This design comes from an exercise in tuning for small area, a short achievable clock period and few clock cycles per item on the open sky130 flow, not from production work. Function was checked by simulation only, so behaviour that the tests miss may differ from the original.

==> v8: inputs <==
==> flow/design.v <==
`timescale 1ns/100ps
module QuantizeBlock#(
 parameter BLOCK_SIZE   = 4,
 parameter IW   = 16
)(
 input                                             clk
,input                                             rst_n
,input                                             start
,input      [IW * BLOCK_SIZE * BLOCK_SIZE - 1 : 0] in
,input      [16 * BLOCK_SIZE * BLOCK_SIZE - 1 : 0] q
,input      [16 * BLOCK_SIZE * BLOCK_SIZE - 1 : 0] iq
,input      [32 * BLOCK_SIZE * BLOCK_SIZE - 1 : 0] bias
,input      [32 * BLOCK_SIZE * BLOCK_SIZE - 1 : 0] zthresh
,input      [16 * BLOCK_SIZE * BLOCK_SIZE - 1 : 0] sharpen
,output     [16 * BLOCK_SIZE * BLOCK_SIZE - 1 : 0] Rout
,output     [16 * BLOCK_SIZE * BLOCK_SIZE - 1 : 0] out
,output                                            nz
,output reg                                        done
);
reg s1, s2;
always @ (posedge clk or negedge rst_n)begin
    if(!rst_n)begin
        s1   <= 1'b0;
        s2   <= 1'b0;
        done <= 1'b0;
    end
    else begin
        s1   <= start;
        s2   <= s1;
        done <= s2;
    end
end
wire [15:0] lvl_o [15:0];
wire [15:0] t;
reg         nz_r;
localparam [31:0] SGN_K = 32'hAAAC0000;
genvar i, j;
generate
for(i = 0; i < 16; i = i + 1)begin : lane
    wire [15:0] x   = in     [16*i +: 16];
    wire [15:0] sh  = sharpen[16*i +: 16];
    wire [15:0] iqv = iq     [16*i +: 16];
    wire [31:0] zt  = zthresh[32*i +: 32];
    wire        neg = x[15];
    wire [17:0] c   = {{2{sh[15]}}, sh} + ({{2{x[15]}}, x} ^ {18{neg}}) + {17'd0, neg};
    wire [17:0] y   = {1'b0, iqv, 1'b0};
    wire [8:0]  b_one, b_two, b_neg;
    for(j = 0; j < 8; j = j + 1)begin : enc
        assign b_one[j] = y[2*j+1] ^ y[2*j];
        assign b_two[j] = (y[2*j+2] & ~y[2*j+1] & ~y[2*j]) | (~y[2*j+2] & y[2*j+1] & y[2*j]);
        assign b_neg[j] = y[2*j+2];
    end
    assign b_one[8] = iqv[15];
    assign b_two[8] = 1'b0;
    assign b_neg[8] = 1'b0;
    reg  [17:0] c_r;
    reg         neg_r;
    reg  [8:0]  one_r, two_r, ngd_r;
    reg  [15:0] q_r;
    reg  [31:0] bias_r;
    always @ (posedge clk) begin
        c_r    <= c;
        neg_r  <= neg;
        one_r  <= b_one;
        two_r  <= b_two;
        ngd_r  <= b_neg;
        q_r    <= q   [16*i +: 16];
        bias_r <= bias[32*i +: 32];
    end
    wire [18:0] cx = {c_r[17], c_r};
    wire [18:0] c2 = {c_r, 1'b0};
    wire [31:0] row [8:0];
    wire [31:0] ngv;
    for(j = 0; j < 9; j = j + 1)begin : pp
        wire [18:0] sel = ({19{one_r[j]}} & cx) | ({19{two_r[j]}} & c2);
        wire [18:0] pj  = sel ^ {19{ngd_r[j]}};
        if (j < 7) begin : lo
            wire [18:0] e = {~pj[18], pj[17:0]};
            assign row[j] = {{(13-2*j){1'b0}}, e[18:0], {(2*j){1'b0}}};
        end else if (j == 7) begin : r7
            assign row[j] = {pj[17:0], 14'd0};
        end else begin : r8
            assign row[j] = {pj[15:0], 16'd0};
        end
    end
    assign ngv = {15'd0, ngd_r[7], 1'b0, ngd_r[6], 1'b0, ngd_r[5], 1'b0, ngd_r[4], 1'b0,
                  ngd_r[3], 1'b0, ngd_r[2], 1'b0, ngd_r[1], 1'b0, ngd_r[0]};
    wire [31:0] s = row[0] + row[1] + row[2] + row[3] + row[4] + row[5] + row[6]
                  + row[7] + row[8] + ngv + bias_r + SGN_K;
    wire        zhz = ~|zt[31:17];
    wire        zho = &zt[31:17];
    wire        clo_gt = c_r[16:0] > zt[16:0];
    wire        gt  = c_r[17] ? (~zho | clo_gt) : (zhz & clo_gt);
    reg  [14:0] lv_r;
    reg         neg2_r, neg2_n, gt_r;
    always @ (posedge clk) begin
        lv_r   <= s[31:17];
        neg2_r <= neg_r;
        neg2_n <= ~neg_r;
        gt_r   <= gt;
    end
    wire        ovf_r = |lv_r[14:11];
    wire [10:0] lq_r  = lv_r[10:0];
    wire        n3   = neg2_r;      
    wire        n3b  = ~neg2_n;     
    wire [15:0] kq   = {q_r[15:11] - q_r[4:0], q_r[10:0]};
    wire [15:0] rsat = n3b ? kq : (16'd0 - kq);
    wire [12:0] ly   = {1'b0, lq_r, 1'b0};
    wire [15:0] rr [5:0];
    wire [15:0] rng;
    for(j = 0; j < 6; j = j + 1)begin : rp
        wire        d1 = ly[2*j+1] ^ ly[2*j];
        wire        d2 = (ly[2*j+2] & ~ly[2*j+1] & ~ly[2*j]) | (~ly[2*j+2] & ly[2*j+1] & ly[2*j]);
        wire        dn = ly[2*j+2] ^ n3;
        wire [15:0] sl = ({16{d1}} & q_r) | ({16{d2}} & {q_r[14:0], 1'b0});
        wire [15:0] sx = sl ^ {16{dn}};
        assign rr[j] = sx << (2*j);
        assign rng[2*j]   = dn;
        assign rng[2*j+1] = 1'b0;
    end
    assign rng[15:12] = 4'd0;
    wire [15:0] tsum = rr[0] + rr[1] + rr[2] + rr[3] + rr[4] + rr[5] + rng;
    wire [15:0] rv   = ovf_r ? rsat : tsum;
    wire [10:0] l1   = ovf_r ? 11'd2047 : lq_r;
    wire [15:0] l2   = ({5'd0, l1} ^ {16{n3b}}) + {15'd0, n3b};
    reg  [15:0] out_r, rout_r;
    always @ (posedge clk) begin
        out_r  <= gt_r ? l2 : 16'd0;
        rout_r <= gt_r ? rv : 16'd0;
    end
    assign t[i] = gt_r & (ovf_r | (|lq_r));
    assign lvl_o[i] = out_r;
    assign Rout[16*i +: 16] = rout_r;
end
endgenerate
always @ (posedge clk) nz_r <= |t;
assign nz = nz_r;
assign out[ 15:  0] = lvl_o[ 0];
assign out[ 31: 16] = lvl_o[ 1];
assign out[ 47: 32] = lvl_o[ 4];
assign out[ 63: 48] = lvl_o[ 8];
assign out[ 79: 64] = lvl_o[ 5];
assign out[ 95: 80] = lvl_o[ 2];
assign out[111: 96] = lvl_o[ 3];
assign out[127:112] = lvl_o[ 6];
assign out[143:128] = lvl_o[ 9];
assign out[159:144] = lvl_o[12];
assign out[175:160] = lvl_o[13];
assign out[191:176] = lvl_o[10];
assign out[207:192] = lvl_o[ 7];
assign out[223:208] = lvl_o[11];
assign out[239:224] = lvl_o[14];
assign out[255:240] = lvl_o[15];
endmodule
==> flow/flow/run.sh <==
#!/bin/bash
# Layout flow: the standard layout (standard.sh, with flow/config.mk's
# settings) with three changes:
#  - synthesis skips the generic "abc -fast" pass at the end of Yosys's coarse
#    synthesis (SYNTH_ARGS=-noabc), so the adder trees reach extract_fa in the
#    form maccmap built them; registers are untouched by this;
#  - every port still gets its own buffer, but a plain buf_1 instead of the
#    clkdlybuf4s50_1 delay cell that buffer_ports picks by default;
#  - repair_timing after CTS and after global routing aims for a larger setup
#    margin, so that it keeps shortening the critical paths past the point
#    where the 14 ns clock is met.
# The clock period and constraints are the standard ones.
set -euo pipefail
cd "$(dirname "$0")/.."
bash ./standard.sh SYNTH_ARGS=-noabc SETUP_SLACK_MARGIN=9 \
  "BUFFER_PORTS_ARGS=-buffer_cell sky130_fd_sc_hd__buf_1" finish > flow_make.log 2>&1
==> flow/standard.sh <==
#!/bin/bash
# synth_recipe.tcl (not shown) runs the flow's synth.tcl, then flattens the netlist and writes it again
# the make line also repeats each setting of config.mk as NAME=value (left out here)
make -C /OpenROAD-flow-scripts/flow DESIGN_CONFIG=/design/flow/config.mk WORK_HOME=/design/flow/orfs CLKGATE_MAP_FILE= SYNTH_SCRIPT=/design/flow/synth_recipe.tcl "${@:-finish}"
==> flow/config.mk <==
export PLATFORM = sky130hd
export DESIGN_NAME = QuantizeBlock
export DESIGN_NICKNAME = QuantizeBlock
export VERILOG_FILES = /design/flow/design.v
export SDC_FILE = /design/flow/constraint.sdc
export NUM_CORES = 4
export LEC_CHECK = 0
export ABC_AREA = 1
export CAP_MARGIN = 20
export CORE_MARGIN = 2
export CORE_UTILIZATION = 45
export SLEW_MARGIN = 20
export TNS_END_PERCENT = 0
==> flow/constraint.sdc <==
create_clock -name core_clock -period 14.0 [get_ports {clk}]
set_input_delay 2.8000 -clock core_clock [delete_from_list [all_inputs] [get_ports {clk}]]
set_output_delay 2.8000 -clock core_clock [all_outputs]
set_load 0.01 [all_outputs]
==> v31 (differences from v8) <==
--- a/flow/design.v
+++ b/flow/design.v
@@ -43,5 +43,7 @@
     wire [31:0] zt  = zthresh[32*i +: 32];
     wire        neg = x[15];
-    wire [17:0] c   = {{2{sh[15]}}, sh} + ({{2{x[15]}}, x} ^ {18{neg}}) + {17'd0, neg};
+    wire [17:0] ca  = {{2{sh[15]}}, sh} + {{2{x[15]}}, x};
+    wire [17:0] cb  = {{2{sh[15]}}, sh} - {{2{x[15]}}, x};
+    wire [17:0] c   = neg ? cb : ca;
     wire [17:0] y   = {1'b0, iqv, 1'b0};
     wire [8:0]  b_one, b_two, b_neg;
@@ -56,5 +58,5 @@
     reg  [17:0] c_r;
     reg         neg_r;
-    reg  [8:0]  one_r, two_r, ngd_r;
+    reg  [8:0]  one_r, two_r, ngd_r, one_n, two_n, ngd_n;
     reg  [15:0] q_r;
     reg  [31:0] bias_r;
@@ -65,4 +67,7 @@
         two_r  <= b_two;
         ngd_r  <= b_neg;
+        one_n  <= ~b_one;
+        two_n  <= ~b_two;
+        ngd_n  <= ~b_neg;
         q_r    <= q   [16*i +: 16];
         bias_r <= bias[32*i +: 32];
@@ -73,6 +78,9 @@
     wire [31:0] ngv;
     for(j = 0; j < 9; j = j + 1)begin : pp
-        wire [18:0] sel = ({19{one_r[j]}} & cx) | ({19{two_r[j]}} & c2);
-        wire [18:0] pj  = sel ^ {19{ngd_r[j]}};
+        wire [18:0] one_v = {{9{~one_n[j]}}, {10{one_r[j]}}};
+        wire [18:0] two_v = {{9{~two_n[j]}}, {10{two_r[j]}}};
+        wire [18:0] ngd_v = {{9{~ngd_n[j]}}, {10{ngd_r[j]}}};
+        wire [18:0] sel = (one_v & cx) | (two_v & c2);
+        wire [18:0] pj  = sel ^ ngd_v;
         if (j < 7) begin : lo
             wire [18:0] e = {~pj[18], pj[17:0]};
@@ -93,35 +101,26 @@
     wire        gt  = c_r[17] ? (~zho | clo_gt) : (zhz & clo_gt);
     reg  [14:0] lv_r;
-    reg         neg2_r, neg2_n, gt_r;
+    reg         neg2_r, gt_r;
     always @ (posedge clk) begin
         lv_r   <= s[31:17];
         neg2_r <= neg_r;
-        neg2_n <= ~neg_r;
         gt_r   <= gt;
     end
     wire        ovf_r = |lv_r[14:11];
     wire [10:0] lq_r  = lv_r[10:0];
-    wire        n3   = neg2_r;      
-    wire        n3b  = ~neg2_n;     
-    wire [15:0] kq   = {q_r[15:11] - q_r[4:0], q_r[10:0]};
-    wire [15:0] rsat = n3b ? kq : (16'd0 - kq);
-    wire [12:0] ly   = {1'b0, lq_r, 1'b0};
-    wire [15:0] rr [5:0];
-    wire [15:0] rng;
-    for(j = 0; j < 6; j = j + 1)begin : rp
-        wire        d1 = ly[2*j+1] ^ ly[2*j];
-        wire        d2 = (ly[2*j+2] & ~ly[2*j+1] & ~ly[2*j]) | (~ly[2*j+2] & ly[2*j+1] & ly[2*j]);
-        wire        dn = ly[2*j+2] ^ n3;
-        wire [15:0] sl = ({16{d1}} & q_r) | ({16{d2}} & {q_r[14:0], 1'b0});
-        wire [15:0] sx = sl ^ {16{dn}};
-        assign rr[j] = sx << (2*j);
-        assign rng[2*j]   = dn;
-        assign rng[2*j+1] = 1'b0;
+    wire        n3   = neg2_r;
+    wire [15:0] kq   = q_r - {q_r[4:0], 11'd0};
+    wire [15:0] kqn  = {q_r[4:0], 11'd0} - q_r;
+    wire [15:0] rsat = n3 ? kq : kqn;
+    wire [15:0] rr [10:0];
+    for(j = 0; j < 11; j = j + 1)begin : rp
+        wire [15:0] sq = q_r << j;
+        assign rr[j] = (lq_r[j] ^ n3) ? sq : 16'd0;
     end
-    assign rng[15:12] = 4'd0;
-    wire [15:0] tsum = rr[0] + rr[1] + rr[2] + rr[3] + rr[4] + rr[5] + rng;
+    wire [15:0] tsum = rr[0] + rr[1] + rr[2] + rr[3] + rr[4] + rr[5] + rr[6] + rr[7]
+                     + rr[8] + rr[9] + rr[10] + (n3 ? kq : 16'd0);
     wire [15:0] rv   = ovf_r ? rsat : tsum;
     wire [10:0] l1   = ovf_r ? 11'd2047 : lq_r;
-    wire [15:0] l2   = ({5'd0, l1} ^ {16{n3b}}) + {15'd0, n3b};
+    wire [15:0] l2   = ({5'd0, l1} ^ {16{n3}}) + {15'd0, n3};
     reg  [15:0] out_r, rout_r;
     always @ (posedge clk) begin
==> flow/run.sh (new file) <==
#!/bin/bash
# synth_recipe.tcl (not shown) runs the flow's synth.tcl, then flattens the netlist and writes it again
# the make line also repeats each setting of config.mk as NAME=value (left out here)
make -C /OpenROAD-flow-scripts/flow DESIGN_CONFIG=/design/flow/config.mk WORK_HOME=/design/flow/orfs CLKGATE_MAP_FILE= SYNTH_SCRIPT=/design/flow/synth_recipe.tcl finish
Settings changed: CORE_UTILIZATION 45 to 40, TNS_END_PERCENT 0 to not set.
removed: flow/flow/run.sh
removed: flow/standard.sh
==> v22 (differences from v8) <==
==> flow/flow/run.sh (replaced) <==
#!/bin/bash
# Layout flow: the standard layout (standard.sh, with flow/config.mk's
# settings) with two changes:
#  - every port still gets its own buffer, but a plain buf_1 instead of the
#    clkdlybuf4s50_1 delay cell that buffer_ports picks by default;
#  - repair_timing after CTS and after global routing aims for a larger setup
#    margin, so that it keeps shortening the critical paths past the point
#    where the 14 ns clock is met.
# The synthesis, clock period and constraints are the standard ones.
set -euo pipefail
cd "$(dirname "$0")/.."
bash ./standard.sh SETUP_SLACK_MARGIN=9 \
  "BUFFER_PORTS_ARGS=-buffer_cell sky130_fd_sc_hd__buf_1" finish > flow_make.log 2>&1
==> v34 (differences from v8) <==
--- a/flow/design.v
+++ b/flow/design.v
@@ -43,5 +43,7 @@
     wire [31:0] zt  = zthresh[32*i +: 32];
     wire        neg = x[15];
-    wire [17:0] c   = {{2{sh[15]}}, sh} + ({{2{x[15]}}, x} ^ {18{neg}}) + {17'd0, neg};
+    wire [17:0] ca  = {{2{sh[15]}}, sh} + {{2{x[15]}}, x};
+    wire [17:0] cb  = {{2{sh[15]}}, sh} - {{2{x[15]}}, x};
+    wire [17:0] c   = neg ? cb : ca;
     wire [17:0] y   = {1'b0, iqv, 1'b0};
     wire [8:0]  b_one, b_two, b_neg;
@@ -56,5 +58,5 @@
     reg  [17:0] c_r;
     reg         neg_r;
-    reg  [8:0]  one_r, two_r, ngd_r;
+    reg  [8:0]  one_r, two_r, ngd_r, one_n, two_n, ngd_n;
     reg  [15:0] q_r;
     reg  [31:0] bias_r;
@@ -65,4 +67,7 @@
         two_r  <= b_two;
         ngd_r  <= b_neg;
+        one_n  <= ~b_one;
+        two_n  <= ~b_two;
+        ngd_n  <= ~b_neg;
         q_r    <= q   [16*i +: 16];
         bias_r <= bias[32*i +: 32];
@@ -73,6 +78,9 @@
     wire [31:0] ngv;
     for(j = 0; j < 9; j = j + 1)begin : pp
-        wire [18:0] sel = ({19{one_r[j]}} & cx) | ({19{two_r[j]}} & c2);
-        wire [18:0] pj  = sel ^ {19{ngd_r[j]}};
+        wire [18:0] one_v = {{9{~one_n[j]}}, {10{one_r[j]}}};
+        wire [18:0] two_v = {{9{~two_n[j]}}, {10{two_r[j]}}};
+        wire [18:0] ngd_v = {{9{~ngd_n[j]}}, {10{ngd_r[j]}}};
+        wire [18:0] sel = (one_v & cx) | (two_v & c2);
+        wire [18:0] pj  = sel ^ ngd_v;
         if (j < 7) begin : lo
             wire [18:0] e = {~pj[18], pj[17:0]};
@@ -93,35 +101,26 @@
     wire        gt  = c_r[17] ? (~zho | clo_gt) : (zhz & clo_gt);
     reg  [14:0] lv_r;
-    reg         neg2_r, neg2_n, gt_r;
+    reg         neg2_r, gt_r;
     always @ (posedge clk) begin
         lv_r   <= s[31:17];
         neg2_r <= neg_r;
-        neg2_n <= ~neg_r;
         gt_r   <= gt;
     end
     wire        ovf_r = |lv_r[14:11];
     wire [10:0] lq_r  = lv_r[10:0];
-    wire        n3   = neg2_r;      
-    wire        n3b  = ~neg2_n;     
-    wire [15:0] kq   = {q_r[15:11] - q_r[4:0], q_r[10:0]};
-    wire [15:0] rsat = n3b ? kq : (16'd0 - kq);
-    wire [12:0] ly   = {1'b0, lq_r, 1'b0};
-    wire [15:0] rr [5:0];
-    wire [15:0] rng;
-    for(j = 0; j < 6; j = j + 1)begin : rp
-        wire        d1 = ly[2*j+1] ^ ly[2*j];
-        wire        d2 = (ly[2*j+2] & ~ly[2*j+1] & ~ly[2*j]) | (~ly[2*j+2] & ly[2*j+1] & ly[2*j]);
-        wire        dn = ly[2*j+2] ^ n3;
-        wire [15:0] sl = ({16{d1}} & q_r) | ({16{d2}} & {q_r[14:0], 1'b0});
-        wire [15:0] sx = sl ^ {16{dn}};
-        assign rr[j] = sx << (2*j);
-        assign rng[2*j]   = dn;
-        assign rng[2*j+1] = 1'b0;
+    wire        n3   = neg2_r;
+    wire [15:0] kq   = q_r - {q_r[4:0], 11'd0};
+    wire [15:0] kqn  = {q_r[4:0], 11'd0} - q_r;
+    wire [15:0] rsat = n3 ? kq : kqn;
+    wire [15:0] rr [10:0];
+    for(j = 0; j < 11; j = j + 1)begin : rp
+        wire [15:0] sq = q_r << j;
+        assign rr[j] = (lq_r[j] ^ n3) ? sq : 16'd0;
     end
-    assign rng[15:12] = 4'd0;
-    wire [15:0] tsum = rr[0] + rr[1] + rr[2] + rr[3] + rr[4] + rr[5] + rng;
+    wire [15:0] tsum = rr[0] + rr[1] + rr[2] + rr[3] + rr[4] + rr[5] + rr[6] + rr[7]
+                     + rr[8] + rr[9] + rr[10] + (n3 ? kq : 16'd0);
     wire [15:0] rv   = ovf_r ? rsat : tsum;
     wire [10:0] l1   = ovf_r ? 11'd2047 : lq_r;
-    wire [15:0] l2   = ({5'd0, l1} ^ {16{n3b}}) + {15'd0, n3b};
+    wire [15:0] l2   = ({5'd0, l1} ^ {16{n3}}) + {15'd0, n3};
     reg  [15:0] out_r, rout_r;
     always @ (posedge clk) begin
==> flow/flow/run.sh (replaced) <==
#!/bin/bash
# Layout flow: the standard layout (standard.sh, with flow/config.mk's
# settings), except that repair_timing after CTS and after global routing aims
# for a larger setup margin, so that it keeps shortening the critical paths
# past the point where the 14 ns clock is met. The synthesis, clock period and
# constraints are the standard ones.
set -euo pipefail
cd "$(dirname "$0")/.."
bash ./standard.sh SETUP_SLACK_MARGIN=8 finish > flow_make.log 2>&1
Settings changed: CORE_UTILIZATION 45 to 50, TNS_END_PERCENT 0 to not set.
==> qor summary <==
quantity	v34	v8	v31	v22
Run status	no timing/DRC/antenna violations	no timing/DRC/antenna violations	no timing/DRC/antenna violations	no timing/DRC/antenna violations
Length of routed met3 wiring	111 mm	107 mm	80.7 mm	102 mm
Gpl congestion	1.04	1.09	0.997	1.02
Post-route met1 wirelength	441 mm	413 mm	434 mm	409 mm
Starting Density	0.503	0.451	0.402	0.452
Sequential standard cell area	0.0524 mm2	0.0463 mm2	0.0523 mm2	0.0463 mm2
Cell area after placement	0.322 mm2	0.274 mm2	0.324 mm2	0.280 mm2
Share of the cycle needed by the critical path after routing	0.417	0.379	0.470	0.378
Data required, critical path	14.89 ns	14.89 ns	14.93 ns	14.91 ns
R2R Path End	lane[11].lv_r[7]	lane[5].lv_r[13]	lane[5].rout_r[15]	lane[5].lv_r[13]
Setup slack after layout	8.16 ns	8.70 ns	7.43 ns	8.71 ns
Rows	279	278	312	281
Global-route wire length before repair	1680 mm	1560 mm	1630 mm	1550 mm
Pin count of the biggest net entering global routing	46	35	46	34
Slowest cell on crit path	fa_1	fa_1	and2_1	fa_1
Num CTS Buffers	321	283	327	283
Testbench counts of v8, summed over its fixed seeds: cycles 39,688, blocks 32,000.
Testbench counts of v31, summed over its fixed seeds: cycles 39,688, blocks 32,000.
Testbench counts of v22, summed over its fixed seeds: cycles 39,688, blocks 32,000.
Testbench counts of v34, summed over its fixed seeds: cycles 39,688, blocks 32,000.

[static timing again, ports no longer ideal]
In the flow no input, the clock included, has a driving cell. The finished layouts below were timed again as built, in two steps. Step 1: set_driving_cell puts a clkbuf_16 on clk and a buf_2 on each other input, an assumption about the parent block. Step 2 adds t to the input delays and takes it off the output delays; t is the mean of the earliest and latest rising clock arrival at the registers after step 1. Input paths then give back, and output paths get back, about the clock's delay inside the block. a / b / c = ideal / step 1 / step 2; a / b = the first two.
run | t, ns | setup WS [ns] | hold slack, ns | worst setup path at the end | slew at the worst register clock pin (ns)
v8 | 1.133 | 8.699 / 8.699 / 7.934 | 0.351 / 0.351 / 0.351 | input to register | 0.08 / 0.08
v31 | 1.181 | 7.427 / 7.427 / 7.196 | 0.325 / 0.325 / 0.325 | input to register | 0.08 / 0.08
v22 | 1.137 | 8.712 / 8.712 / 7.788 | 0.344 / 0.344 / 0.344 | input to register | 0.08 / 0.08
v34 | 1.156 | 8.157 / 8.157 / 7.534 | 0.331 / 0.331 / 0.331 | input to register | 0.08 / 0.08
After both steps every run listed still meets setup and hold. For v22, which loses most, drivers alone change the setup slack by 0.000 ns; drivers and shift together by -0.924 ns.
